Background: an optimization exercise with open tools, aiming at small area. Do not read the settings as production practice.
Where RTL was checked, it was by simulation tests only, not by an equivalence proof against the original.
The RTL of run 1 was laid out without a check of its function.
No run shown here takes its clock network from TritonCTS; it comes from the design's own scripts or RTL.
The flow treats the clock pin as an ideal source. Dropping or thinning the clock tree relies on that and would not hold on a real chip.
Power figures rest on the tool's default switching activity, not on a simulated workload.

File: flow/flow/run.sh
#!/bin/bash
# Standard ORFS layout, with the port buffers made as sky130_fd_sc_hd__buf_1
# and a clock tree built by flow/cts_pre.tcl (see there).
set -euo pipefail
here=$(pwd)
bash standard.sh synth > synth.log 2>&1
export BUFFER_PORTS_ARGS="-buffer_cell sky130_fd_sc_hd__buf_1"
export PRE_CTS_TCL="$here/flow/cts_pre.tcl"
bash standard.sh > layout.log 2>&1
File: flow/flow/cts_pre.tcl
# Sourced by ORFS's cts.tcl before clock_tree_synthesis (PRE_CTS_TCL).
# Builds the clock tree here: the flip-flops are split by place into
# balanced groups, each driven by one clock buffer at its centre, and the
# group buffers are driven by one root buffer fed by the clock port.
# TritonCTS is then skipped.
source [file join [file dirname [info script]] mytree.tcl]
mytree 6 sky130_fd_sc_hd__clkbuf_8 sky130_fd_sc_hd__clkbuf_4
set_propagated_clock [all_clocks]
proc clock_tree_synthesis {args} {
  puts "clock tree built by cts_pre.tcl; clock_tree_synthesis skipped"
}
File: flow/flow/mytree.tcl
# Manual clock tree: cluster the flip-flops by place into K groups (k-means),
# give each group a clock buffer at its centre, and drive the group buffers
# from one root buffer next to the clock port.
proc mytree {K leafcell rootcell} {
  set block [ord::get_db_block]
  set db [ord::get_db]
  set clknet [$block findNet clk]
  set lm [$db findMaster $leafcell]
  set rm [$db findMaster $rootcell]
  set sinks {}
  foreach it [$clknet getITerms] {
    set inst [$it getInst]
    set bb [$inst getBBox]
    lappend sinks [list $it [expr {([$bb xMin]+[$bb xMax])/2.0}] [expr {([$bb yMin]+[$bb yMax])/2.0}]]
  }
  set n [llength $sinks]
  # k-means, seeded by sorting on y then x
  set sorted [lsort -real -index 2 $sinks]
  set cx {}; set cy {}
  for {set k 0} {$k < $K} {incr k} {
    set s [lindex $sorted [expr {int(($k + 0.5) * $n / $K)}]]
    lappend cx [lindex $s 1]; lappend cy [lindex $s 2]
  }
  for {set iter 0} {$iter < 50} {incr iter} {
    set asg {}
    foreach s $sinks {
      set best 0; set bd 1e30
      for {set k 0} {$k < $K} {incr k} {
        set d [expr {abs([lindex $s 1]-[lindex $cx $k]) + abs([lindex $s 2]-[lindex $cy $k])}]
        if {$d < $bd} {set bd $d; set best $k}
      }
      lappend asg $best
    }
    set sx [lrepeat $K 0.0]; set sy [lrepeat $K 0.0]; set cnt [lrepeat $K 0]
    foreach s $sinks a $asg {
      lset sx $a [expr {[lindex $sx $a] + [lindex $s 1]}]
      lset sy $a [expr {[lindex $sy $a] + [lindex $s 2]}]
      lset cnt $a [expr {[lindex $cnt $a] + 1}]
    }
    for {set k 0} {$k < $K} {incr k} {
      if {[lindex $cnt $k] > 0} {
        lset cx $k [expr {[lindex $sx $k] / [lindex $cnt $k]}]
        lset cy $k [expr {[lindex $sy $k] / [lindex $cnt $k]}]
      }
    }
  }
  # balance: move the sinks farthest from their centre out of clusters over
  # capacity into the nearest cluster with room
  set cap [expr {int(ceil(double($n) / $K))}]
  for {set pass 0} {$pass < 200} {incr pass} {
    set over -1
    for {set k 0} {$k < $K} {incr k} { if {[lindex $cnt $k] > $cap} { set over $k; break } }
    if {$over < 0} break
    set far -1; set fd -1
    set i 0
    foreach s $sinks a $asg {
      if {$a == $over} {
        set d [expr {abs([lindex $s 1]-[lindex $cx $a]) + abs([lindex $s 2]-[lindex $cy $a])}]
        set bd 1e30
        for {set k 0} {$k < $K} {incr k} {
          if {[lindex $cnt $k] < $cap} {
            set dd [expr {abs([lindex $s 1]-[lindex $cx $k]) + abs([lindex $s 2]-[lindex $cy $k])}]
            if {$dd < $bd} { set bd $dd; set bk $k }
          }
        }
        set cost [expr {$bd - $d}]
        if {$far < 0 || $cost < $fd} { set far $i; set fd $cost; set fk $bk }
      }
      incr i
    }
    lset asg $far $fk
    lset cnt $over [expr {[lindex $cnt $over] - 1}]
    lset cnt $fk [expr {[lindex $cnt $fk] + 1}]
  }
  # recentre
  set sx [lrepeat $K 0.0]; set sy [lrepeat $K 0.0]
  foreach s $sinks a $asg {
    lset sx $a [expr {[lindex $sx $a] + [lindex $s 1]}]
    lset sy $a [expr {[lindex $sy $a] + [lindex $s 2]}]
  }
  for {set k 0} {$k < $K} {incr k} {
    lset cx $k [expr {[lindex $sx $k] / [lindex $cnt $k]}]
    lset cy $k [expr {[lindex $sy $k] / [lindex $cnt $k]}]
  }
  puts "mytree: cluster sizes $cnt"
  # root buffer at the centre of the leaf buffers
  set rx 0.0; set ry 0.0
  for {set k 0} {$k < $K} {incr k} { set rx [expr {$rx + [lindex $cx $k]/$K}]; set ry [expr {$ry + [lindex $cy $k]/$K}] }
  set root [odb::dbInst_create $block $rm "clkbuf_root"]
  $root setLocation [expr {int($rx)}] [expr {int($ry)}]
  $root setPlacementStatus PLACED
  set rnet [odb::dbNet_create $block "clknet_root"]
  $rnet setSigType CLOCK
  [$root findITerm A] connect $clknet
  [$root findITerm X] connect $rnet
  for {set k 0} {$k < $K} {incr k} {
    set b [odb::dbInst_create $block $lm "clkbuf_leaf_$k"]
    $b setLocation [expr {int([lindex $cx $k])}] [expr {int([lindex $cy $k])}]
    $b setPlacementStatus PLACED
    set net [odb::dbNet_create $block "clknet_leaf_$k"]
    $net setSigType CLOCK
    [$b findITerm A] connect $rnet
    [$b findITerm X] connect $net
    foreach s $sinks a $asg {
      if {$a == $k} {
        set it [lindex $s 0]
        $it disconnect
        $it connect $net
      }
    }
  }
}
File: flow/standard.sh
#!/bin/bash
# synth_recipe.tcl (not shown) runs the flow's synth.tcl, then flattens the netlist and writes it again
# the make line also repeats each setting of config.mk as NAME=value (left out here)
make -C /OpenROAD-flow-scripts/flow DESIGN_CONFIG=/design/flow/config.mk WORK_HOME=/design/flow/orfs CLKGATE_MAP_FILE= SYNTH_SCRIPT=/design/flow/synth_recipe.tcl "${@:-finish}"
File: flow/config.mk
export PLATFORM = sky130hd
export DESIGN_NAME = cq
export DESIGN_NICKNAME = cq
export VERILOG_FILES = /design/flow/design.v
export SDC_FILE = /design/flow/constraint.sdc
export NUM_CORES = 4
export LEC_CHECK = 0
export CAP_MARGIN = 20
export CORE_MARGIN = 2
export CORE_UTILIZATION = 55
export SLEW_MARGIN = 20
export SYNTH_HIERARCHICAL = 1
File: flow/constraint.sdc
create_clock -name core_clock -period 5.0 [get_ports {clk}]
set_input_delay 1.0000 -clock core_clock [delete_from_list [all_inputs] [get_ports {clk}]]
set_output_delay 1.0000 -clock core_clock [all_outputs]
set_load 0.01 [all_outputs]
File: flow/design.v
module invert (input wire i, output wire o);
   assign o = !i;
endmodule
module and2 (input wire i0, i1, output wire o);
  assign o = i0 & i1;
endmodule
module or2 (input wire i0, i1, output wire o);
  assign o = i0 | i1;
endmodule
module xor2 (input wire i0, i1, output wire o);
  assign o = i0 ^ i1;
endmodule
module nand2 (input wire i0, i1, output wire o);
   wire t;
   and2 and2_0 (i0, i1, t);
   invert invert_0 (t, o);
endmodule
module nor2 (input wire i0, i1, output wire o);
   wire t;
   or2 or2_0 (i0, i1, t);
   invert invert_0 (t, o);
endmodule
module xnor2 (input wire i0, i1, output wire o);
   wire t;
   xor2 xor2_0 (i0, i1, t);
   invert invert_0 (t, o);
endmodule
module and3 (input wire i0, i1, i2, output wire o);
   wire t;
   and2 and2_0 (i0, i1, t);
   and2 and2_1 (i2, t, o);
endmodule
module or3 (input wire i0, i1, i2, output wire o);
   wire t;
   or2 or2_0 (i0, i1, t);
   or2 or2_1 (i2, t, o);
endmodule
module nor3 (input wire i0, i1, i2, output wire o);
   wire t;
   or2 or2_0 (i0, i1, t);
   nor2 nor2_0 (i2, t, o);
endmodule
module nand3 (input wire i0, i1, i2, output wire o);
   wire t;
   and2 and2_0 (i0, i1, t);
   nand2 nand2_1 (i2, t, o);
endmodule
module xor3 (input wire i0, i1, i2, output wire o);
   wire t;
   xor2 xor2_0 (i0, i1, t);
   xor2 xor2_1 (i2, t, o);
endmodule
module xnor3 (input wire i0, i1, i2, output wire o);
   wire t;
   xor2 xor2_0 (i0, i1, t);
   xnor2 xnor2_0 (i2, t, o);
endmodule
module mux2 (input wire i0, i1, j, output wire o);
  assign o = (j==0)?i0:i1;
endmodule
module mux4 (input wire [0:3] i, input wire j1, j0, output wire o);
  wire  t0, t1;
  mux2 mux2_0 (i[0], i[1], j1, t0);
  mux2 mux2_1 (i[2], i[3], j1, t1);
  mux2 mux2_2 (t0, t1, j0, o);
endmodule
module mux8 (input wire [0:7] i, input wire j2, j1, j0, output wire o);
  wire  t0, t1;
  mux4 mux4_0 (i[0:3], j2, j1, t0);
  mux4 mux4_1 (i[4:7], j2, j1, t1);
  mux2 mux2_0 (t0, t1, j0, o);
endmodule
module demux2 (input wire i, j, output wire o0, o1);
  assign o0 = (j==0)?i:1'b0;
  assign o1 = (j==1)?i:1'b0;
endmodule
module demux4 (input wire i, j1, j0, output wire [0:3] o);
  wire  t0, t1;
  demux2 demux2_0 (i, j1, t0, t1);
  demux2 demux2_1 (t0, j0, o[0], o[1]);
  demux2 demux2_2 (t1, j0, o[2], o[3]);
endmodule
module demux8 (input wire i, j2, j1, j0, output wire [0:7] o);
  wire  t0, t1;
  demux2 demux2_0 (i, j2, t0, t1);
  demux4 demux4_0 (t0, j1, j0, o[0:3]);
  demux4 demux4_1 (t1, j1, j0, o[4:7]);
endmodule
module df (input wire clk, in, output wire out);
  reg df_out;
  always@(posedge clk) df_out <= in;
  assign out = df_out;
endmodule
module dfr (input wire clk, reset, in, output wire out);
  wire reset_, df_in;
  invert invert_0 (reset, reset_);
  and2 and2_0 (in, reset_, df_in);
  df df_0 (clk, df_in, out);
endmodule
module dfrl (input wire clk, reset, load, in, output wire out);
  wire _in;
  mux2 mux2_0(out, in, load, _in);
  dfr dfr_1(clk, reset, _in, out);
endmodule
module dfs (input wire clk, set, in, output wire out);
  wire dfr_in,dfr_out;
  invert invert_0(in, dfr_in);
  invert invert_1(dfr_out, out);
  dfr dfr_2(clk, set, dfr_in, dfr_out);
endmodule
module dfsl (input wire clk, set, load, in, output wire out);
  wire _in;
  mux2 mux2_0(out, in, load, _in);
  dfs dfs_1(clk, set, _in, out);
endmodule
module fa (input wire i0, i1, cin, output wire sum, cout);
   wire t0, t1, t2;
   xor3 _i0 (i0, i1, cin, sum);
   and2 _i1 (i0, i1, t0);
   and2 _i2 (i1, cin, t1);
   and2 _i3 (cin, i0, t2);
   or3 _i4 (t0, t1, t2, cout);
endmodule
module addsub (input wire addsub, i0, i1, cin, output wire sumdiff, cout);
  wire t;
  fa _i0 (i0, t, cin, sumdiff, cout);
  xor2 _i1 (i1, addsub, t);
endmodule
module alu_slice (input wire [1:0] op, input wire i0, i1, cin, output wire o, cout);
   wire t_sumdiff, t_and, t_or, t_andor;
   addsub _i0 (op[0], i0, i1, cin, t_sumdiff, cout);
   and2 _i1 (i0, i1, t_and);
   or2 _i2 (i0, i1, t_or);
   mux2 _i3 (t_and, t_or, op[0], t_andor);
   mux2 _i4 (t_sumdiff, t_andor, op[1], o);
endmodule
module alu (input wire [1:0] op, input wire [15:0] i0, i1,
    output wire [15:0] o, output wire cout);
   wire	[14:0] c;
   alu_slice _i0 (op, i0[0], i1[0], op[0] , o[0], c[0]);
   alu_slice _i1 (op, i0[1], i1[1], c[0], o[1], c[1]);
   alu_slice _i2 (op, i0[2], i1[2], c[1], o[2], c[2]);
   alu_slice _i3 (op, i0[3], i1[3], c[2], o[3], c[3]);
   alu_slice _i4 (op, i0[4], i1[4], c[3], o[4], c[4]);
   alu_slice _i5 (op, i0[5], i1[5], c[4], o[5], c[5]);
   alu_slice _i6 (op, i0[6], i1[6], c[5], o[6], c[6]);
   alu_slice _i7 (op, i0[7], i1[7], c[6], o[7], c[7]);
   alu_slice _i8 (op, i0[8], i1[8], c[7], o[8], c[8]);
   alu_slice _i9 (op, i0[9], i1[9], c[8], o[9], c[9]);
   alu_slice _i10 (op, i0[10], i1[10], c[9] , o[10], c[10]);
   alu_slice _i11 (op, i0[11], i1[11], c[10], o[11], c[11]);
   alu_slice _i12 (op, i0[12], i1[12], c[11], o[12], c[12]);
   alu_slice _i13 (op, i0[13], i1[13], c[12], o[13], c[13]);
   alu_slice _i14 (op, i0[14], i1[14], c[13], o[14], c[14]);
   alu_slice _i15 (op, i0[15], i1[15], c[14], o[15], cout);
endmodule
module reg_file (input wire clk, reset, wr, input wire [2:0] rd_addr_a, rd_addr_b, wr_addr, input wire [15:0] d_in, output wire [15:0] d_out_a, d_out_b);
	wire [15:0] t0, t1, t2, t3, t4, t5, t6, t7, reg_op0, reg_op1,  reg_op2,  reg_op3,  reg_op4,  reg_op5,  reg_op6,  reg_op7;
	wire [0:7] wrload;
	STBitDemux8 writer(wr_addr, d_in, t0, t1, t2, t3, t4, t5, t6, t7);
	demux8 load_demux(wr, wr_addr[2], wr_addr[1], wr_addr[0], wrload);
	STBitReg reg_0(clk, reset, wrload[0], d_in, reg_op0);
	STBitReg reg_1(clk, reset, wrload[1], d_in, reg_op1);
	STBitReg reg_2(clk, reset, wrload[2], d_in, reg_op2);
	STBitReg reg_3(clk, reset, wrload[3], d_in, reg_op3);
	STBitReg reg_4(clk, reset, wrload[4], d_in, reg_op4);
	STBitReg reg_5(clk, reset, wrload[5], d_in, reg_op5);
	STBitReg reg_6(clk, reset, wrload[6], d_in, reg_op6);
	STBitReg reg_7(clk, reset, wrload[7], d_in, reg_op7);
	STBitMux8 read_a(rd_addr_a, reg_op0, reg_op1,  reg_op2,  reg_op3,  reg_op4,  reg_op5,  reg_op6,  reg_op7, d_out_a);
	STBitMux8 read_b(rd_addr_b, reg_op0, reg_op1,  reg_op2,  reg_op3,  reg_op4,  reg_op5,  reg_op6,  reg_op7, d_out_b);
endmodule
module reg_alu (input wire clk, reset, sel, wr, input wire [1:0] op, input wire [2:0] rd_addr_a,
		rd_addr_b, wr_addr, input wire [15:0] d_in, output wire [15:0] d_out_a, d_out_b, output wire cout);
	wire [15:0] alu_outp, reg_din;
	wire alu_cout;
	reg_file reg_m(clk, reset, wr, rd_addr_a, rd_addr_b, wr_addr, reg_din, d_out_a, d_out_b);
	STBitMux2 din_mux(d_in, alu_outp, sel, reg_din);
	alu alu_m(op, d_out_a, d_out_b, alu_outp, alu_cout);
	dfr cout_dfr(clk, reset, alu_cout, cout);
endmodule
module STBitReg(input wire clk, rst, load, input wire[15:0] inp, output wire [15:0] outp);
	dfrl dfrl_0( clk, rst, load, inp[0], outp[0] );
	dfrl dfrl_1( clk, rst, load, inp[1], outp[1] );
	dfrl dfrl_2( clk, rst, load, inp[2], outp[2] );
	dfrl dfrl_3( clk, rst, load, inp[3], outp[3] );
	dfrl dfrl_4( clk, rst, load, inp[4], outp[4] );
	dfrl dfrl_5( clk, rst, load, inp[5], outp[5] );
	dfrl dfrl_6( clk, rst, load, inp[6], outp[6] );
	dfrl dfrl_7( clk, rst, load, inp[7], outp[7] );
	dfrl dfrl_8( clk, rst, load, inp[8], outp[8] );
	dfrl dfrl_9( clk, rst, load, inp[9], outp[9] );
	dfrl dfrl_10( clk, rst, load, inp[10], outp[10] );
	dfrl dfrl_11( clk, rst, load, inp[11], outp[11] );
	dfrl dfrl_12( clk, rst, load, inp[12], outp[12] );
	dfrl dfrl_13( clk, rst, load, inp[13], outp[13] );
	dfrl dfrl_14( clk, rst, load, inp[14], outp[14] );
	dfrl dfrl_15( clk, rst, load, inp[15], outp[15] );
endmodule
module STBitDemux8(input wire [2:0] s, input wire [15:0] inp, output [15:0] o0, o1, o2, o3, o4, o5, o6, o7);
	demux8 b_0( inp[0], s[2], s[1], s[0], { o0[0], o1[0], o2[0], o3[0], o4[0], o5[0], o6[0], o7[0] } );
	demux8 b_1( inp[1], s[2], s[1], s[0], { o0[1], o1[1], o2[1], o3[1], o4[1], o5[1], o6[1], o7[1] } );
	demux8 b_2( inp[2], s[2], s[1], s[0], { o0[2], o1[2], o2[2], o3[2], o4[2], o5[2], o6[2], o7[2] } );
	demux8 b_3( inp[3], s[2], s[1], s[0], { o0[3], o1[3], o2[3], o3[3], o4[3], o5[3], o6[3], o7[3] } );
	demux8 b_4( inp[4], s[2], s[1], s[0], { o0[4], o1[4], o2[4], o3[4], o4[4], o5[4], o6[4], o7[4] } );
	demux8 b_5( inp[5], s[2], s[1], s[0], { o0[5], o1[5], o2[5], o3[5], o4[5], o5[5], o6[5], o7[5] } );
	demux8 b_6( inp[6], s[2], s[1], s[0], { o0[6], o1[6], o2[6], o3[6], o4[6], o5[6], o6[6], o7[6] } );
	demux8 b_7( inp[7], s[2], s[1], s[0], { o0[7], o1[7], o2[7], o3[7], o4[7], o5[7], o6[7], o7[7] } );
	demux8 b_8( inp[8], s[2], s[1], s[0], { o0[8], o1[8], o2[8], o3[8], o4[8], o5[8], o6[8], o7[8] } );
	demux8 b_9( inp[9], s[2], s[1], s[0], { o0[9], o1[9], o2[9], o3[9], o4[9], o5[9], o6[9], o7[9] } );
	demux8 b_10( inp[10], s[2], s[1], s[0], { o0[10], o1[10], o2[10], o3[10], o4[10], o5[10], o6[10], o7[10] } );
	demux8 b_11( inp[11], s[2], s[1], s[0], { o0[11], o1[11], o2[11], o3[11], o4[11], o5[11], o6[11], o7[11] } );
	demux8 b_12( inp[12], s[2], s[1], s[0], { o0[12], o1[12], o2[12], o3[12], o4[12], o5[12], o6[12], o7[12] } );
	demux8 b_13( inp[13], s[2], s[1], s[0], { o0[13], o1[13], o2[13], o3[13], o4[13], o5[13], o6[13], o7[13] } );
	demux8 b_14( inp[14], s[2], s[1], s[0], { o0[14], o1[14], o2[14], o3[14], o4[14], o5[14], o6[14], o7[14] } );
	demux8 b_15( inp[15], s[2], s[1], s[0], { o0[15], o1[15], o2[15], o3[15], o4[15], o5[15], o6[15], o7[15] } );
endmodule
module STBitMux8(input wire [2:0] s, input wire [15:0] i0, i1, i2, i3, i4, i5, i6, i7, output wire [15:0] out);
	mux8 b_0( { i0[0], i1[0], i2[0], i3[0], i4[0], i5[0], i6[0], i7[0] }, s[0], s[1], s[2], out[0] );
	mux8 b_1( { i0[1], i1[1], i2[1], i3[1], i4[1], i5[1], i6[1], i7[1] }, s[0], s[1], s[2], out[1] );
	mux8 b_2( { i0[2], i1[2], i2[2], i3[2], i4[2], i5[2], i6[2], i7[2] }, s[0], s[1], s[2], out[2] );
	mux8 b_3( { i0[3], i1[3], i2[3], i3[3], i4[3], i5[3], i6[3], i7[3] }, s[0], s[1], s[2], out[3] );
	mux8 b_4( { i0[4], i1[4], i2[4], i3[4], i4[4], i5[4], i6[4], i7[4] }, s[0], s[1], s[2], out[4] );
	mux8 b_5( { i0[5], i1[5], i2[5], i3[5], i4[5], i5[5], i6[5], i7[5] }, s[0], s[1], s[2], out[5] );
	mux8 b_6( { i0[6], i1[6], i2[6], i3[6], i4[6], i5[6], i6[6], i7[6] }, s[0], s[1], s[2], out[6] );
	mux8 b_7( { i0[7], i1[7], i2[7], i3[7], i4[7], i5[7], i6[7], i7[7] }, s[0], s[1], s[2], out[7] );
	mux8 b_8( { i0[8], i1[8], i2[8], i3[8], i4[8], i5[8], i6[8], i7[8] }, s[0], s[1], s[2], out[8] );
	mux8 b_9( { i0[9], i1[9], i2[9], i3[9], i4[9], i5[9], i6[9], i7[9] }, s[0], s[1], s[2], out[9] );
	mux8 b_10( { i0[10], i1[10], i2[10], i3[10], i4[10], i5[10], i6[10], i7[10] }, s[0], s[1], s[2], out[10] );
	mux8 b_11( { i0[11], i1[11], i2[11], i3[11], i4[11], i5[11], i6[11], i7[11] }, s[0], s[1], s[2], out[11] );
	mux8 b_12( { i0[12], i1[12], i2[12], i3[12], i4[12], i5[12], i6[12], i7[12] }, s[0], s[1], s[2], out[12] );
	mux8 b_13( { i0[13], i1[13], i2[13], i3[13], i4[13], i5[13], i6[13], i7[13] }, s[0], s[1], s[2], out[13] );
	mux8 b_14( { i0[14], i1[14], i2[14], i3[14], i4[14], i5[14], i6[14], i7[14] }, s[0], s[1], s[2], out[14] );
	mux8 b_15( { i0[15], i1[15], i2[15], i3[15], i4[15], i5[15], i6[15], i7[15] }, s[0], s[1], s[2], out[15] );
endmodule
module STBitMux2(input [15:0] i0, i1, input s, output [15:0] o);
    mux2 op_0( i0[0], i1[0], s, o[0] );
    mux2 op_1( i0[1], i1[1], s, o[1] );
    mux2 op_2( i0[2], i1[2], s, o[2] );
    mux2 op_3( i0[3], i1[3], s, o[3] );
    mux2 op_4( i0[4], i1[4], s, o[4] );
    mux2 op_5( i0[5], i1[5], s, o[5] );
    mux2 op_6( i0[6], i1[6], s, o[6] );
    mux2 op_7( i0[7], i1[7], s, o[7] );
    mux2 op_8( i0[8], i1[8], s, o[8] );
    mux2 op_9( i0[9], i1[9], s, o[9] );
    mux2 op_10( i0[10], i1[10], s, o[10] );
    mux2 op_11( i0[11], i1[11], s, o[11] );
    mux2 op_12( i0[12], i1[12], s, o[12] );
    mux2 op_13( i0[13], i1[13], s, o[13] );
    mux2 op_14( i0[14], i1[14], s, o[14] );
    mux2 op_15( i0[15], i1[15], s, o[15] );
endmodule
module cq_and3(input wire a, b, c, output wire y);
    assign y = a & b & c;
endmodule
module cq_inv(input wire a, output wire y);
    assign y = ~a;
endmodule
module cq_dec(input wire [2:0] c, output wire [7:1] s);
    wire [2:0] n;
    cq_inv i0 (c[0], n[0]);
    cq_inv i1 (c[1], n[1]);
    cq_inv i2 (c[2], n[2]);
    cq_and3 d1 (n[2], n[1], c[0], s[1]);
    cq_and3 d2 (n[2], c[1], n[0], s[2]);
    cq_and3 d3 (n[2], c[1], c[0], s[3]);
    cq_and3 d4 (c[2], n[1], n[0], s[4]);
    cq_and3 d5 (c[2], n[1], c[0], s[5]);
    cq_and3 d6 (c[2], c[1], n[0], s[6]);
    cq_and3 d7 (c[2], c[1], c[0], s[7]);
endmodule
module cq_aoi222(input wire a0, b0, a1, b1, a2, b2, output wire y);
    assign y = ~((a0 & b0) | (a1 & b1) | (a2 & b2));
endmodule
module cq_rbit(input wire [7:1] s, input wire [6:0] e, output wire o);
    wire n0, n1;
    cq_aoi222 g0 (s[1], e[0], s[2], e[1], s[3], e[2], n0);
    cq_aoi222 g1 (s[4], e[3], s[5], e[4], s[6], e[5], n1);
    assign o = ~(n0 & n1 & ~(s[7] & e[6]));
endmodule
module cq_rmux(input wire [7:1] s, input wire [15:0] e0, e1, e2, e3, e4, e5, e6,
               output wire [15:0] o);
    genvar i;
    generate
        for (i = 0; i < 16; i = i + 1) begin : b
            cq_rbit r (s, {e6[i], e5[i], e4[i], e3[i], e2[i], e1[i], e0[i]}, o[i]);
        end
    endgenerate
endmodule
module cq(input wire clk, reset, wr, rd, input wire[15:0] din, output wire empty, full, output wire[15:0] dout);
    reg [2:0] c;
    reg [15:0] e0, e1, e2, e3, e4, e5, e6;
    wire [7:1] s;
    assign empty = ~c[2] & ~c[1] & ~c[0];
    assign full  = s[7];
    wire push = wr & ~full;
    wire pop  = rd & ~empty;
    wire inc = push & ~pop, dec = pop & ~push;
    always @(posedge clk) begin
        if (reset) c <= 3'b000;
        else begin
            c[0] <= c[0] ^ (inc | dec);
            c[1] <= c[1] ^ ((inc & c[0]) | (dec & ~c[0]));
            c[2] <= c[2] ^ ((inc & c[0] & c[1]) | (dec & ~c[0] & ~c[1]));
        end
    end
    always @(posedge clk) begin
        if (push) begin
            e0 <= din;
            e1 <= e0;
            e2 <= e1;
            e3 <= e2;
            e4 <= e3;
            e5 <= e4;
            e6 <= e5;
        end
    end
    cq_dec dec0 (c, s);
    cq_rmux rmux0 (s, e0, e1, e2, e3, e4, e5, e6, dout);
endmodule
==> flow_summary.ini, run 1 <==
[yosys]
yosysMostFrequentCell = edfxtp_1
synth_warnings = 7
synth_edf_count = 112
synth-seq-area-share_pct = 84.3
syn_avg_cell_area_sq_um = 19.7
syn_inst = 206
synth.net_count = 228
netlist-cell-type-count = 17
synth_seq_cells = 115
async_flop_share_pct = 0
synthDominantCellAreaShare_pct = 82.8
netlist_area_sq_um = 4060
synth_area_leader_cell = edfxtp_1
synth_area_leaders = edfxtp_1 (83%), a222oi_1 (7.9%), nand3_1 (2.0%)
ys.flop_type = edfxtp_1
synthTopCellsByCount = edfxtp_1 (112), a222oi_1 (32), nand2_1 (16), nand3_1 (16), and3_1 (8)

[worst_hold_path]
hold_class = reg -> reg
worstHoldPathCells = 0
hp-start = e1[12]
whs_endpoint = e2[12]

[power]
p_sw_share_pct = 28.7
intPower_w = 0.00142
ir_worst_vdd_uv = 204
comb_power_share_pct = 21.9
seqPwrFrac_pct = 59.7
p_switching_w = 0.000570
clkPwrFrac_pct = 18.5
power.density_nw_per_um2 = 447
power_w = 0.00199
leakage_nw = 1.48

[floorplan]
start_util_pct = 56.3
die_h_um = 89.9
row_count = 31
pin_count = 38
die_x_um = 89.9
die-area_sq_um = 8090
core_area_sq_um = 7210

[global_routing]
track_usage_pct = 17.4
grt_max_degree = 85
grt_pass1_wl_mm = 11.6
grt_pass1_vias = 2189
use_met1_pct = 25.0
busiest_layer = met2
overflow = 0
grtUsageMet3_pct = 1.93
grt_util_met2_pct = 30.2
antenna_found_initial = 0

[clocking]
hold_buffers = 0
clkTransAtPathRegs_ns = 0.11
clock_latency_ns = 0.43
cts_setup_buffers = 0
post_cts_resized = 0

[route]
drtAntennaViolNets = 0
routed_wl_mm = 7.16
viasPerCell = 6.22
first_pass_iters = 5
drc = 0
vias = 2178
wire_per_inst_um = 20.4
first_iter_violations = 258

[cells_and_area]
post-route-util_pct = 61.6
antenna_cells = 0
drive_gt1_share_pct = 3.98
fin_nets = 275
syn_to_final_growth_pct = 9.37

[run_status]
status = complete, no violations

[worst_setup_path]
crit_required_ns = 4.00
crit_type = reg -> out
r2r-end = c[1]
r2r_setup_slack_ns = 2.32
worstReg2RegStart = c[0]
worstPathArrival_ns = 2.28
startpoint_type = register
path_max_fanout = 16
worstRegToRegCells = 7
crit_start = c[0]
end_kind = primary output

[placement]
gp_congestion = 0.760
dp_hpwl_mm = 4.14
dp_slack_ns = 2.19
portBuffers = 37

[sta]
maxSlewViolCount = 0
finalClockSkew_ns = 0.00779
rsz0062_at_grt = false
hold_viol_final = 0
fmax_ghz = 0.305
holdWs_ns = 0.460
timing.final.ws_setup_ns = 1.72
post-route-period-util_pct = 65.6
setup_violations = 0
relSlewSlack_pct = 41.4
worst_pin_slew_ns = 0.877
period_minus_slack_ns = 3.28
totalNegativeSetupSlack_ns = 0

[run]
cap_violations = 0
==> cell type report <==
type	count	area, sq um
Fill cell	554	2770
Buffer	7	90.1
Multi-Input combinational cell	86	626
Tap cell	99	124
Inverter	5	18.8
Timing Repair Buffer	38	159
Sequential cell	115	3420
==> sequential cells by signal, indices dropped and copies added (netlist names) <==
register,flops
e4,16
e2,16
e0,16
e1,16
e5,16
e3,16
c,3
e6,16
==> worst max-delay path, cell delays in order, from the launching register on <==
cell and delay [ns]:
dfxtp_1 0.52, inv_1 0.11, and3_1 0.46, a222oi_1 0.47
nand3_1 0.14, buf_1 0.16
==> through the flow <==
step / std cells / cell area, sq um
2_1_floorplan: 206 / 4060
5_1_grt: 350 / 4440
6_report: 350 / 4440
4_1_cts: 350 / 4440
3_5_place_dp: 343 / 4350
3_3_place_gp: 343 / 4350
==> worst max path at each step <==
stage | to | cells after the start
after floorplan | c[2] | 5
after global placement | dout[15] | 5
after detailed placement | c[1] | 7
after CTS | dout[0] | 5
after global routing | dout[0] | 5
final | dout[0] | 5
==> placed cells by master (no fill, tap or decap) <==
cell type,n
clkbuf_8,6
edfxtp_1,112
nor3b_1,1
nand2b_1,1
buf_1,37
buf_12,1
mux2i_1,1
and3_1,8
inv_1,5
nor2b_4,1
xor2_1,2
nor3b_2,1
a222oi_1,32
clkbuf_4,1
nor2_1,2
dfxtp_1,3
o21ai_0,1
nand3_1,16
nand2_1,16
nor3_1,2
ha_1,2
==> per-module statistics from Yosys, one instance, submodules excluded, excerpt <==
module,area (sq um),copies in the design,cells
cq,3540,1,132
cq_aoi222,10.0,32,1
cq_rbit,8.76,16,2
cq_and3,6.26,7,1
cq_inv,3.75,3,1
==> power by group through the flow <==
stage                     sequential [W]  clock [W]  combinational, W
after floorplan                  0.00119          0          0.000285
after global placement           0.00120          0          0.000424
after detailed placement         0.00121          0          0.000435
after CTS                        0.00119   0.000384          0.000437
after global routing             0.00120   0.000413          0.000477
final                            0.00118   0.000367          0.000434
==> kinds of logic after synthesis <==
logic type,Yosys count,synth area share (%)
fa+ha+maj,2,0.616
buf+inv,5,0.462
mux,1,0.247
flops,115,84.3
xor+xnor,2,0.432
simple gates,48,5.92
compound gates,33,8.01
==> layer usage <==
metal,share of wire [%],vias up
li1,-,979
met1,41,1108
met2,51,84
met3,6.5,7
met4,1.2,0
met5,0,-
==> run 2, diff against run 1 <==
--- a/flow/design.v
+++ b/flow/design.v
@@ -257,6 +257,30 @@
 module cq_inv(input wire a, output wire y);
     assign y = ~a;
 endmodule
+module cq_nor2(input wire a, b, output wire y);
+    assign y = ~(a | b);
+endmodule
+module cq_nor3(input wire a, b, c, output wire y);
+    assign y = ~(a | b | c);
+endmodule
+module cq_push(input wire full, wr, output wire push);
+    assign push = wr & ~full;
+endmodule
+module cq_pop(input wire [2:0] c, input wire rd, output wire pop);
+    assign pop = rd & (c[2] | c[1] | c[0]);
+endmodule
+module cq_nand2(input wire a, b, output wire y);
+    assign y = ~(a & b);
+endmodule
+module cq_nand3(input wire a, b, c, output wire y);
+    assign y = ~(a & b & c);
+endmodule
+module cq_xor2(input wire a, b, output wire y);
+    assign y = a ^ b;
+endmodule
+module cq_xnor2(input wire a, b, output wire y);
+    assign y = ~(a ^ b);
+endmodule
 module cq_dec(input wire [2:0] c, output wire [7:1] s);
     wire [2:0] n;
     cq_inv i0 (c[0], n[0]);
@@ -292,19 +316,25 @@
     reg [2:0] c;
     reg [15:0] e0, e1, e2, e3, e4, e5, e6;
     wire [7:1] s;
-    assign empty = ~c[2] & ~c[1] & ~c[0];
-    assign full  = s[7];
-    wire push = wr & ~full;
-    wire pop  = rd & ~empty;
-    wire inc = push & ~pop, dec = pop & ~push;
-    always @(posedge clk) begin
-        if (reset) c <= 3'b000;
-        else begin
-            c[0] <= c[0] ^ (inc | dec);
-            c[1] <= c[1] ^ ((inc & c[0]) | (dec & ~c[0]));
-            c[2] <= c[2] ^ ((inc & c[0] & c[1]) | (dec & ~c[0] & ~c[1]));
-        end
-    end
+    cq_nor3 g_empty (c[2], c[1], c[0], empty);
+    assign full = s[7];
+    wire push, pop;
+    cq_push g_push (full, wr, push);
+    cq_pop g_pop (c, rd, pop);
+    wire t, k0, k1, x0, n1, x1, n2, x2;
+    wire [2:0] cn;
+    cq_xor2 g_t (push, pop, t);
+    cq_xnor2 g_k0 (c[0], push, k0);
+    cq_xnor2 g_k1 (c[1], push, k1);
+    cq_xnor2 g_x0 (c[0], t, x0);
+    cq_nor2 g_c0 (reset, x0, cn[0]);
+    cq_nand2 g_n1 (t, k0, n1);
+    cq_xor2 g_x1 (c[1], n1, x1);
+    cq_nor2 g_c1 (reset, x1, cn[1]);
+    cq_nand3 g_n2 (t, k0, k1, n2);
+    cq_xor2 g_x2 (c[2], n2, x2);
+    cq_nor2 g_c2 (reset, x2, cn[2]);
+    always @(posedge clk) c <= cn;
     always @(posedge clk) begin
         if (push) begin
             e0 <= din;
==> flow_summary.ini, run 2 <==
[sta]
rsz0062_at_grt = false
post-route-period-util_pct = 66.7
totalNegativeSetupSlack_ns = 0
setup_violations = 0
finalClockSkew_ns = 0.0141
period_minus_slack_ns = 3.34
relSlewSlack_pct = 42.2
maxSlewViolCount = 0
hold_viol_final = 0
worst_pin_slew_ns = 0.866
fmax_ghz = 0.300

[yosys]
netlist-cell-type-count = 13
netlist_area_sq_um = 4040
syn_inst = 203
synth-seq-area-share_pct = 84.7
ys.flop_type = edfxtp_1
synthTopCellsByCount = edfxtp_1 (112), a222oi_1 (32), nand2_1 (17), nand3_1 (17), and3_1 (7)
synth_seq_cells = 115
synth_edf_count = 112
synth_warnings = 7
syn_avg_cell_area_sq_um = 19.9
synth_area_leader_cell = edfxtp_1
synth_area_leaders = edfxtp_1 (83%), a222oi_1 (7.9%), nand3_1 (2.1%)
synthDominantCellAreaShare_pct = 83.2
yosysMostFrequentCell = edfxtp_1
synth.net_count = 223
async_flop_share_pct = 0

[cells_and_area]
antenna_cells = 0
post-route-util_pct = 61.6
fillCellCount = 536
syn_to_final_growth_pct = 9.22
layout_commonest_cell = edfxtp_1
layout_common_cells = edfxtp_1 (112), buf_1 (37), a222oi_1 (32)
fin_nets = 270
drive_gt1_share_pct = 4.03

[placement]
portBuffers = 37
dp_hpwl_mm = 4.17
gp_congestion = 0.761

[route]
drc = 0
first_iter_violations = 339
routed_wl_mm = 7.23
wire_per_inst_um = 20.8
drtAntennaViolNets = 0
viasPerCell = 6.34
first_pass_iters = 5
vias = 2200

[floorplan]
start_util_pct = 56.4
die-area_sq_um = 8050
row_count = 31
die_h_um = 89.7
pin_count = 38
die_x_um = 89.7
core_area_sq_um = 7180

[global_routing]
grt_pass1_vias = 2140
grt_util_met2_pct = 27.8
grtUsageMet3_pct = 1.51
antenna_found_initial = 0
grt_pass1_wl_mm = 11.5
use_met1_pct = 27.2
overflow = 0
track_usage_pct = 17.6
busiest_layer = met2
grt_max_degree = 98

[clocking]
clkTransAtPathRegs_ns = 0.11
post_cts_resized = 0
cts_setup_buffers = 0
clock_latency_ns = 0.43
hold_buffers = 0

[power]
p_switching_w = 0.000584
power.density_nw_per_um2 = 456
clkPwrFrac_pct = 18.1
p_sw_share_pct = 29.0
seqPwrFrac_pct = 59.6
leakage_nw = 1.45
ir_worst_vdd_uv = 256
intPower_w = 0.00143
comb_power_share_pct = 22.3

[worst_setup_path]
worstPathArrival_ns = 2.34
path_max_fanout = 16
crit_type = reg -> out
end_kind = primary output
crit_required_ns = 4.00
startpoint_type = register

[run]
cap_violations = 0

[worst_hold_path]
hold_class = reg -> reg

[run_status]
status = complete, no violations
run 2: modules after synthesis, one instance, submodules excluded, a selection:
module | area [sq um] | cells inside | times used
cq_pop | 8.76 | 1 | 1
cq_inv | 3.75 | 1 | 3
cq_xor2 | 8.76 | 1 | 3
cq_nor3 | 10.0 | 1 | 1
cq_nand3 | 5.00 | 1 | 1
cq_rbit | 8.76 | 2 | 16
cq_push | 13.8 | 1 | 1
cq | 3420 | 115 | 1
cq_nand2 | 3.75 | 1 | 1
run 2: worst max-delay path, cell delays in order, from the launching register on:
cell and delay (ns):
dfxtp_1 0.52, inv_1 0.12, and3_1 0.42, a222oi_1 0.51
nand3_1 0.18, buf_1 0.16
run 2: power by group through the flow:
stage	sequential, W	clock, W	combinational [W]
finish	0.00120	0.000364	0.000449
global route	0.00121	0.000410	0.000489
CTS	0.00120	0.000382	0.000450
detailed placement	0.00122	0	0.000450
global placement	0.00121	0	0.000432
floorplan	0.00121	0	0.000291
run 2: path summary, 6_finish.rpt:
kind         start      end  slack [ns]  cells after the start
min reg2reg  e1[0]    e2[0]        0.45                      0
min          e1[0]    e2[0]        0.45                      0
max           c[1]  dout[0]        1.66                      5
max reg2reg   c[1]     c[2]        2.59                      6
run 2: final cells by class:
type,instances,area (sq um),area share (%)
timing repair buffer,38,159,3.60
buffer,7,90.1,2.04
sequential,115,3420,77.5
inverter,3,11.3,0.255
tap,99,124,2.80
multi-input combinational,85,609,13.8
run 2: cell families (layout without fill, tap and decap cells):
family	after synthesis	after routing	share of synthesized area, %
AOI/OAI and AO/OA	33	33	8.14
xor gates and xnor gates	6	6	1.30
buffers and inverters	3	48	0.278
DFF	115	115	84.7
and+or+nand+nor	46	46	5.63
run 2: layer usage:
metal  wire, um  vias up
met5          0        -
met4        188        0
met3        626       15
met2       3390      118
met1       3020     1103
li1           -      964
run 2: through the flow:
step	instances	area, sq um	total power, W	setup slack, ns	hold WS, ns
after global placement	340	4330	0.00165	2.28	0.427
after global routing	347	4420	0.00211	1.51	0.465
after detailed placement	340	4330	0.00167	2.16	0.433
after CTS	347	4420	0.00203	1.69	0.455
after floorplan	203	4040	0.00150	1.43	0.425
final	347	4420	0.00201	1.66	0.454
==> run 3, diff against run 2 <==
==> flow/flow/cts_pre.tcl (replaced) <==
# Sourced by ORFS's cts.tcl before clock_tree_synthesis (PRE_CTS_TCL).
# Builds the clock tree here: the flip-flops are split by place into
# balanced groups, each driven by one clock inverter at its centre, and the
# group inverters are driven by one root inverter fed by the clock port.
# TritonCTS and repair_clock_inverters are then skipped.
source [file join [file dirname [info script]] mytree.tcl]
mytree 6 sky130_fd_sc_hd__clkinv_4 sky130_fd_sc_hd__clkinv_8
set_propagated_clock [all_clocks]
# The tree is made of inverters: keep repair_clock_inverters from cloning them.
proc repair_clock_inverters {args} {
  puts "clock inverters placed by cts_pre.tcl; repair_clock_inverters skipped"
}
proc clock_tree_synthesis {args} {
  puts "clock tree built by cts_pre.tcl; clock_tree_synthesis skipped"
}
--- a/flow/flow/mytree.tcl
+++ b/flow/flow/mytree.tcl
@@ -1,3 +1,9 @@
+proc outterm {inst} {
+  foreach it [$inst getITerms] {
+    if {[$it isOutputSignal]} { return $it }
+  }
+}
+
 # Manual clock tree: cluster the flip-flops by place into K groups (k-means),
 # give each group a clock buffer at its centre, and drive the group buffers
 # from one root buffer next to the clock port.
@@ -92,7 +98,7 @@
   set rnet [odb::dbNet_create $block "clknet_root"]
   $rnet setSigType CLOCK
   [$root findITerm A] connect $clknet
-  [$root findITerm X] connect $rnet
+  [outterm $root] connect $rnet
   for {set k 0} {$k < $K} {incr k} {
     set b [odb::dbInst_create $block $lm "clkbuf_leaf_$k"]
     $b setLocation [expr {int([lindex $cx $k])}] [expr {int([lindex $cy $k])}]
@@ -100,7 +106,7 @@
     set net [odb::dbNet_create $block "clknet_leaf_$k"]
     $net setSigType CLOCK
     [$b findITerm A] connect $rnet
-    [$b findITerm X] connect $net
+    [outterm $b] connect $net
     foreach s $sinks a $asg {
       if {$a == $k} {
         set it [lindex $s 0]
==> flow_summary.ini, run 3 <==
[cells_and_area]
layout_common_cells = edfxtp_1 (112), buf_1 (37), a222oi_1 (32)
fillCellCount = 544
syn_to_final_growth_pct = 8.69
design_area_sq_um = 4400
drive_gt1_share_pct = 4.03
layout_commonest_cell = edfxtp_1
fin_nets = 270
antenna_cells = 0

[placement]
dp_hpwl_mm = 4.17
gp_congestion = 0.761
dpl_cell_area_sq_um = 4330
portBuffers = 37
dp_slack_ns = 2.16

[sta]
fmax_ghz = 0.320
finalClockSkew_ns = 0.0138
timing.final.ws_setup_ns = 1.87
relSlewSlack_pct = 42.8
maxSlewViolCount = 0
setup_violations = 0
hold_viol_final = 0
totalNegativeSetupSlack_ns = 0
holdWs_ns = 0.453
worst_pin_slew_ns = 0.858
post-route-period-util_pct = 62.6
period_minus_slack_ns = 3.13
rsz0062_at_grt = false

[yosys]
yosysMostFrequentCell = edfxtp_1
synth_warnings = 7
ys.flop_type = edfxtp_1
syn_avg_cell_area_sq_um = 19.9
async_flop_share_pct = 0
synth_seq_cells = 115
syn_inst = 203
netlist-cell-type-count = 13
synthDominantCellAreaShare_pct = 83.2
synth.net_count = 223
synth_area_leader_cell = edfxtp_1
synthTopCellsByCount = edfxtp_1 (112), a222oi_1 (32), nand2_1 (17), nand3_1 (17), and3_1 (7)
netlist_area_sq_um = 4040
synth_edf_count = 112
synth_area_leaders = edfxtp_1 (83%), a222oi_1 (7.9%), nand3_1 (2.1%)
synth-seq-area-share_pct = 84.7

[route]
routed_wl_mm = 7.24
drc = 0
first_iter_violations = 284
wire_per_inst_um = 20.9
viasPerCell = 6.32
met1_length_mm = 3.04
dr.max_layer_used = met4
drtAntennaViolNets = 0
vias = 2192
wl_met2_mm = 3.50
first_pass_iters = 5
routed-wl-met3_um = 561

[global_routing]
antenna_found_initial = 0
grt_pass1_vias = 2131
grt_pass1_wl_mm = 11.5
grt_max_degree = 98
overflow = 0
track_usage_pct = 17.6

[floorplan]
die_h_um = 89.7
die-area_sq_um = 8050
die_x_um = 89.7
pin_count = 38
start_util_pct = 56.4
core_area_sq_um = 7180
row_count = 31

[clocking]
cts_setup_buffers = 0
hold_buffers = 0
post_cts_resized = 0
clock_latency_ns = 0.21
clkTransAtPathRegs_ns = 0.12

[worst_hold_path]
hp-start = e1[0]
hold_class = reg -> reg

[worst_setup_path]
crit_type = reg -> out
worstReg2RegStart = c[1]
crit_required_ns = 4.00
startpoint_type = register
end_kind = primary output
crit_start = c[1]
path_max_fanout = 16
worstPathArrival_ns = 2.13

[run]
cap_violations = 0

[power]
ir_worst_vdd_uv = 230
power.density_nw_per_um2 = 446
leakage_nw = 1.43

[run_status]
status = complete, no violations
-- run 3: cell count changes in the layout (fill, tap and decap cells not counted), sizes merged --
cell / previous run / this run
clkbuf: 7 / 0
clkinv: 0 / 7
-- run 3: worst max-delay path: stages (launching register included) --
cell and delay (ns):
dfxtp_1 0.53, inv_1 0.12, and3_1 0.42, a222oi_1 0.51, nand3_1 0.17, buf_1 0.16
-- run 3: area by class of cell --
| cell class | instances | area (sq um) | area share (%) |
|---|---|---|---|
| Timing Repair Buffer | 38 | 159 | 3.62 |
| Sequential cell | 115 | 3420 | 77.9 |
| Tap cell | 99 | 124 | 2.82 |
| Multi-Input combinational cell | 85 | 609 | 13.9 |
| Inverter | 10 | 80.1 | 1.82 |
-- run 3: worst paths after layout --
kind,endpoint,slack [ns],depth (start not counted)
setup / recovery,dout[0],1.87,5
hold / removal,e2[0],0.45,0
setup reg to reg,c[2],2.56,6
hold reg to reg,e2[0],0.45,0
-- run 3: per-layer routing --
| metal | GRT usage (%) | vias to the layer above |
|---|---|---|
| met5 | 0 | - |
| met4 | 4.10 | 0 |
| met3 | 1.42 | 12 |
| met2 | 27.7 | 113 |
| met1 | 27.4 | 1094 |
| li1 | - | 973 |
-- run 3: power by group --
group	total (W)	internal, W	switching (W)
clock network	0.000309	0.0000364	0.000272
logic	0.000449	0.000166	0.000283
registers	0.00120	0.00115	0.0000541
-- run 3: through the flow --
stage	total power [W]	std cells	util (%)
finish	0.00196	347	61.3
global route	0.00206	347	61.3
CTS	0.00198	347	61.3
detailed placement	0.00167	340	60.3
global placement	0.00165	340	60.3
floorplan	0.00150	203	-
-- run 3: cell families (layout without fill, tap and decap cells) --
group	after synthesis	after routing	share of synthesized area [%]
flip-flops	115	115	84.7
AND/OR/NAND/NOR	46	46	5.63
buffers and inverters	3	48	0.278
AO/OA/AOI/OAI	33	33	8.14
XOR/XNOR	6	6	1.30
-- run 3: Yosys stat by module (local to each module, per instance), excerpt --
| module | cell area, sq um | times used |
|---|---|---|
| cq_rbit | 8.76 | 16 |
| cq_aoi222 | 10.0 | 32 |
| cq_nor3 | 10.0 | 1 |
| cq_nor2 | 3.75 | 3 |
| cq_pop | 8.76 | 1 |
| cq_xnor2 | 8.76 | 3 |
| cq_xor2 | 8.76 | 3 |
| cq_and3 | 6.26 | 7 |
| cq_nand2 | 3.75 | 1 |
| cq_nand3 | 5.00 | 1 |
| cq_inv | 3.75 | 3 |
| cq | 3420 | 1 |
| cq_push | 13.8 | 1 |
==> run 4, diff against run 3 <==
--- a/flow/flow/cts_pre.tcl
+++ b/flow/flow/cts_pre.tcl
@@ -4,7 +4,7 @@
 # group inverters are driven by one root inverter fed by the clock port.
 # TritonCTS and repair_clock_inverters are then skipped.
 source [file join [file dirname [info script]] mytree.tcl]
-mytree 6 sky130_fd_sc_hd__clkinv_4 sky130_fd_sc_hd__clkinv_8
+mytree 7 sky130_fd_sc_hd__clkinv_4 sky130_fd_sc_hd__clkinv_8
 set_propagated_clock [all_clocks]
 # The tree is made of inverters: keep repair_clock_inverters from cloning them.
 proc repair_clock_inverters {args} {
==> flow_summary.ini, run 4 <==
[run_status]
status = complete, no violations

[sta]
period_minus_slack_ns = 3.12
hold_viol_final = 0
setup_violations = 0
worst_pin_slew_ns = 0.844
rsz0062_at_grt = false
totalNegativeSetupSlack_ns = 0
maxSlewViolCount = 0
relSlewSlack_pct = 43.7
finalClockSkew_ns = 0.00917
post-route-period-util_pct = 62.5
fmax_ghz = 0.320

[global_routing]
grt_max_degree = 98
overflow = 0
track_usage_pct = 17.5
grt_pass1_vias = 2138
grt_pass1_wl_mm = 11.4
antenna_found_initial = 0

[worst_hold_path]
whs_endpoint = e4[8]
worstHoldPathCells = 0
hold_class = reg -> reg
hp-start = e3[8]

[cells_and_area]
drive_gt1_share_pct = 4.42
layout_common_cells = edfxtp_1 (112), buf_1 (37), a222oi_1 (32)
design_area_sq_um = 4400
syn_to_final_growth_pct = 8.91
antenna_cells = 0
layout_commonest_cell = edfxtp_1
fillCellCount = 537
fin_nets = 271

[worst_setup_path]
path_cells = inv_1 > and3_1 > a222oi_1 > nand3_1 > buf_1
r2r-end = c[1]
worstRegToRegCells = 6
path_max_fanout = 16
startpoint_type = register
crit_type = reg -> out
cp_slowest_stage_delay_ns = 0.53
worstPathArrival_ns = 2.12
crit_required_ns = 4.00
end_kind = primary output
r2r_setup_slack_ns = 2.60
worstReg2RegStart = c[1]
slowest_stage = dfxtp_1

[route]
drtAntennaViolNets = 0
routed_wl_mm = 7.27
viasPerCell = 6.33
wire_per_inst_um = 20.9
vias = 2203
first_pass_iters = 8
drc = 0
first_iter_violations = 338

[yosys]
syn_inst = 203
synthTopCellsByCount = edfxtp_1 (112), a222oi_1 (32), nand2_1 (17), nand3_1 (17), and3_1 (7)
synth_xor_xnor_area_share_pct = 1.30
synth_top_family_by_area = compound AO/OA/AOI/OAI gates
synthDominantCellAreaShare_pct = 83.2
synth_warnings = 7
synth_edf_count = 112
synth_area_leaders = edfxtp_1 (83%), a222oi_1 (7.9%), nand3_1 (2.1%)
synth-compound-area-share_pct = 8.14
synth-simple-area-share_pct = 5.63
synth_seq_cells = 115
async_flop_share_pct = 0
netlist_area_sq_um = 4040
netlist-cell-type-count = 13
synth.mux.area_fraction_pct = 0
synth_fa_ha_area_share_pct = 0
synth_area_leader_cell = edfxtp_1
synth-seq-area-share_pct = 84.7
yosysMostFrequentCell = edfxtp_1
ys.flop_type = edfxtp_1
syn_avg_cell_area_sq_um = 19.9
synth.net_count = 223

[power]
power.density_nw_per_um2 = 446
ir_worst_vdd_uv = 202
power_w = 0.00196
leakage_nw = 1.43

[clocking]
clkTransAtPathRegs_ns = 0.10
hold_buffers = 0
cts_setup_buffers = 0
clock_latency_ns = 0.22
post_cts_resized = 0

[floorplan]
die-area_sq_um = 8050
die_x_um = 89.7
core_area_sq_um = 7180
row_count = 31
start_util_pct = 56.4
pin_count = 38
die_h_um = 89.7

[placement]
portBuffers = 37
dp_hpwl_mm = 4.17
dpl_cell_area_sq_um = 4330
gp_congestion = 0.761

[run]
cap_violations = 0
-- run 4: modules after synthesis, one instance, submodules excluded, excerpt --
module,flip-flops and latches,copies in the design,cells inside,cell area (sq um)
cq_xor2,0,3,1,8.76
cq_nand3,0,1,1,5.00
cq_xnor2,0,3,1,8.76
cq_rbit,0,16,2,8.76
cq_aoi222,0,32,1,10.0
cq_nand2,0,1,1,3.75
cq_push,0,1,1,13.8
cq,115,1,115,3420
cq_inv,0,3,1,3.75
-- run 4: power by group --
group          switching [W]  leakage (nW)  internal, W
combinational       0.000283         0.278     0.000166
clock               0.000275        0.0357    0.0000392
sequential         0.0000549          1.12      0.00115
total               0.000614          1.43      0.00135
-- run 4: metal layers --
metal | share of wire, % | vias to the layer above | global-route usage [%]
met5 | 0 | - | 0
met4 | 2.5 | 0 | 3.72
met3 | 9.5 | 17 | 2.10
met2 | 48 | 120 | 27.8
met1 | 40 | 1093 | 26.8
li1 | - | 973 | -
-- run 4: worst max-delay path: cells and delay by family (launching register included) --
family / cells / cell delay (ns)
AOI/OAI and AO/OA: 1 / 0.50
buffers and inverters: 2 / 0.28
DFF: 1 / 0.53
and+or+nand+nor: 2 / 0.60
-- run 4: layout make-up --
cell class	count	area (sq um)	share of cell area [%]
sequential	115	3420	77.7
tap	99	124	2.81
inverter	11	88.8	2.02
timing repair buffer	38	159	3.61
multi-input combinational	85	609	13.8
-- run 4: kinds of logic after synthesis --
family | Yosys count
buffers and inverters | 3
XOR/XNOR | 6
AND/OR/NAND/NOR | 46
AO/OA/AOI/OAI | 33
flip-flops | 115
-- run 4: through the flow --
step	std cells	utilization [%]	setup WS, ns	hold WS (ns)
2_1_floorplan	203	-	1.43	0.425
3_3_place_gp	340	60.3	2.28	0.427
3_5_place_dp	340	60.3	2.16	0.433
4_1_cts	348	61.4	1.91	0.452
5_1_grt	348	61.4	1.74	0.465
6_report	348	61.4	1.88	0.452
-- run 4: how the worst max path moves through the flow --
stage	endpoint	start	slack, ns
after floorplan	c[2]	wr	1.43
after global placement	dout[0]	c[0]	2.28
after detailed placement	dout[4]	c[0]	2.16
after CTS	dout[4]	c[0]	1.91
after global routing	dout[4]	c[0]	1.74
final	dout[0]	c[1]	1.88
==> run 5, diff against run 4 <==
--- a/flow/design.v
+++ b/flow/design.v
@@ -263,9 +263,6 @@
 module cq_nor3(input wire a, b, c, output wire y);
     assign y = ~(a | b | c);
 endmodule
-module cq_push(input wire full, wr, output wire push);
-    assign push = wr & ~full;
-endmodule
 module cq_pop(input wire [2:0] c, input wire rd, output wire pop);
     assign pop = rd & (c[2] | c[1] | c[0]);
 endmodule
@@ -319,7 +316,9 @@
     cq_nor3 g_empty (c[2], c[1], c[0], empty);
     assign full = s[7];
     wire push, pop;
-    cq_push g_push (full, wr, push);
+    wire wr_n;
+    cq_inv g_wrn (wr, wr_n);
+    cq_nor2 g_push (full, wr_n, push);
     cq_pop g_pop (c, rd, pop);
     wire t, k0, k1, x0, n1, x1, n2, x2;
     wire [2:0] cn;
--- a/flow/flow/cts_pre.tcl
+++ b/flow/flow/cts_pre.tcl
@@ -4,7 +4,7 @@
 # group inverters are driven by one root inverter fed by the clock port.
 # TritonCTS and repair_clock_inverters are then skipped.
 source [file join [file dirname [info script]] mytree.tcl]
-mytree 7 sky130_fd_sc_hd__clkinv_4 sky130_fd_sc_hd__clkinv_8
+mytree 6 sky130_fd_sc_hd__clkinv_4 sky130_fd_sc_hd__clkinv_8
 set_propagated_clock [all_clocks]
 # The tree is made of inverters: keep repair_clock_inverters from cloning them.
 proc repair_clock_inverters {args} {
==> flow_summary.ini, run 5 <==
[global_routing]
grtUsageMet3_pct = 2.38
grt_max_degree = 44
grt_pass1_wl_mm = 11.2
antenna_found_initial = 0
overflow = 0
grt_pass1_vias = 2070
busiest_layer = met2
use_met1_pct = 27.9
grt_util_met2_pct = 28.9
track_usage_pct = 18.3

[power]
power.density_nw_per_um2 = 447
leakage_nw = 1.43
ir_worst_vdd_uv = 228

[route]
drtAntennaViolNets = 0
first_iter_violations = 329
vias = 2197
routed_wl_mm = 7.37
viasPerCell = 6.30
first_pass_iters = 6
wire_per_inst_um = 21.1
drc = 0

[sta]
fmax_ghz = 0.320
rsz0062_at_grt = false
totalNegativeSetupSlack_ns = 0
timing.final.ws_setup_ns = 1.88
post-route-period-util_pct = 62.5
finalClockSkew_ns = 0.0159
period_minus_slack_ns = 3.12
setup_violations = 0
relSlewSlack_pct = 37.7
hold_viol_final = 0
maxSlewViolCount = 0
worst_pin_slew_ns = 0.935

[placement]
dp_slack_ns = 2.17
portBuffers = 37
gp_congestion = 0.742
dp_hpwl_mm = 4.23

[yosys]
synthDominantCellAreaShare_pct = 83.3
synth_top_family_by_area = compound AO/OA/AOI/OAI gates
async_flop_share_pct = 0
synth-compound-area-share_pct = 8.15
syn_inst = 204
netlist_area_sq_um = 4040
synth_area_leaders = edfxtp_1 (83%), a222oi_1 (7.9%), nand3_1 (2.1%)
netlist-cell-type-count = 12
synth.net_count = 224
synth_edf_count = 112
synth_fa_ha_area_share_pct = 0
syn_avg_cell_area_sq_um = 19.8
synth-seq-area-share_pct = 84.8
ys.flop_type = edfxtp_1
synth_warnings = 7
synth.mux.area_fraction_pct = 0
synth-simple-area-share_pct = 5.39
synth_xor_xnor_area_share_pct = 1.30
synthTopCellsByCount = edfxtp_1 (112), a222oi_1 (32), nand2_1 (17), nand3_1 (17), and3_1 (7)
synth_seq_cells = 115
yosysMostFrequentCell = edfxtp_1
synth_area_leader_cell = edfxtp_1

[cells_and_area]
syn_to_final_growth_pct = 8.77
fillCellCount = 537
fin_nets = 272
layout_commonest_cell = edfxtp_1
layout_common_cells = edfxtp_1 (112), buf_1 (37), a222oi_1 (32)
antenna_cells = 0
drive_gt1_share_pct = 4.40

[worst_setup_path]
crit_required_ns = 4.00
worstRegToRegCells = 3
startpoint_type = register
path_max_fanout = 16
worstPathArrival_ns = 2.12
crit_type = reg -> out
r2r_setup_slack_ns = 2.24
end_kind = primary output

[run]
cap_violations = 0

[clocking]
post_cts_resized = 0
clock_latency_ns = 0.22
cts_setup_buffers = 0
hold_buffers = 0
clkTransAtPathRegs_ns = 0.12

[run_status]
status = complete, no violations

[floorplan]
core_area_sq_um = 7180
die-area_sq_um = 8040
pin_count = 38
row_count = 31
die_h_um = 89.7
die_x_um = 89.7
start_util_pct = 56.3

[worst_hold_path]
hold_class = reg -> reg
worstHoldPathCells = 0
==> run 5: changes by cell type in the layout (fill, tap and decap cells not counted), sizes merged <==
cell | before | now
buf | 38 | 39
clkinv | 8 | 7
nor2 | 3 | 4
inv | 3 | 4
nor2b | 1 | 0
==> run 5: layout make-up <==
type	count	area [sq um]	area share, %
repair buffers	39	154	3.50
inverters	11	83.8	1.91
multi-input cells	85	607	13.8
well taps	99	124	2.82
flip-flops and latches	115	3420	77.9
==> run 5: per-stage QoR <==
step / instances / hold WS, ns / instance area (sq um) / total power, W / utilization [%]
after floorplan: 204 / 0.425 / 4040 / 0.00150 / -
after global placement: 342 / 0.431 / 4320 / 0.00165 / 60.2
after detailed placement: 342 / 0.434 / 4320 / 0.00167 / 60.2
after CTS: 349 / 0.456 / 4390 / 0.00197 / 61.2
after global routing: 349 / 0.466 / 4390 / 0.00206 / 61.2
final: 349 / 0.451 / 4390 / 0.00196 / 61.2
==> run 5: final timing paths <==
| check | start | to |
|---|---|---|
| min reg2reg | e0[6] | e1[6] |
| max | c[0] | dout[7] |
| min | e0[6] | e1[6] |
| max reg2reg | c[0] | e4[5] |
==> run 5: where the power goes <==
group / total [W] / switching [W] / internal [W]
clock network: 0.000312 / 0.000276 / 0.0000362
logic: 0.000449 / 0.000285 / 0.000165
registers: 0.00120 / 0.0000544 / 0.00115
total: 0.00196 / 0.000615 / 0.00135
==> run 5: layer usage <==
layer,up-vias,routed length (um)
met5,-,0
met1,1091,3130
met3,12,698
met2,120,3410
met4,0,132
li1,974,-
==> run 5: critical path, stage by stage, from the launching register on <==
cell	delay, ns
dfxtp_1	0.52
inv_1	0.12
and3_1	0.47
a222oi_1	0.46
nand3_1	0.17
buf_1	0.16
==> run 5: cell families (layout without fill, tap and decap cells) <==
family	Yosys count	in the layout
AO/OA/AOI/OAI	33	33
buffers and inverters	4	50
XOR/XNOR	6	6
AND/OR/NAND/NOR	46	46
flip-flops	115	115
==> run 5: Yosys stat by module (local to each module, per instance), a selection <==
module    times used  cell area, sq um  flops+latches
cq                 1              3420            115
cq_and3            7              6.26              0
cq_inv             4              3.75              0
cq_nand2           1              3.75              0
cq_nand3           1              5.00              0
cq_nor2            4              3.75              0
cq_nor3            1              10.0              0
cq_rbit           16              8.76              0
cq_xnor2           3              8.76              0
cq_xor2            3              8.76              0

-- static timing again, ports no longer ideal --
Ports are ideal in the flow. The routed layouts listed here were re-timed in OpenROAD.
Step 1 (the two cells are an assumption about what drives the block):
set clk [get_ports {clk}]
set_driving_cell -lib_cell sky130_fd_sc_hd__clkbuf_16 $clk
set_driving_cell -lib_cell sky130_fd_sc_hd__buf_2 [delete_from_list [all_inputs] $clk]
Step 2 also shifts input and output timing later by t, the mid clock arrival at the registers, as if the neighbouring blocks saw the same clock.
Three values: ideal ports, drivers, drivers and shift; two values: the first two.
run | t, ns | slack for setup (ns) | latest minus earliest clock arrival (ns) | worst data-port slew with drivers (ns)
run 1 | 0.451 | 1.718 / 1.691 / 2.142 | 0.009 / 0.009 | 0.04
run 2 | 0.445 | 1.663 / 1.637 / 2.082 | 0.016 / 0.016 | 0.03
run 3 | 0.258 | 1.871 / 1.820 / 2.078 | 0.014 / 0.014 | 0.03
run 4 | 0.264 | 1.877 / 1.827 / 2.090 | 0.013 / 0.013 | 0.03
run 5 | 0.263 | 1.876 / 1.828 / 2.091 | 0.017 / 0.016 | 0.03
After both steps every run listed still meets setup and hold.
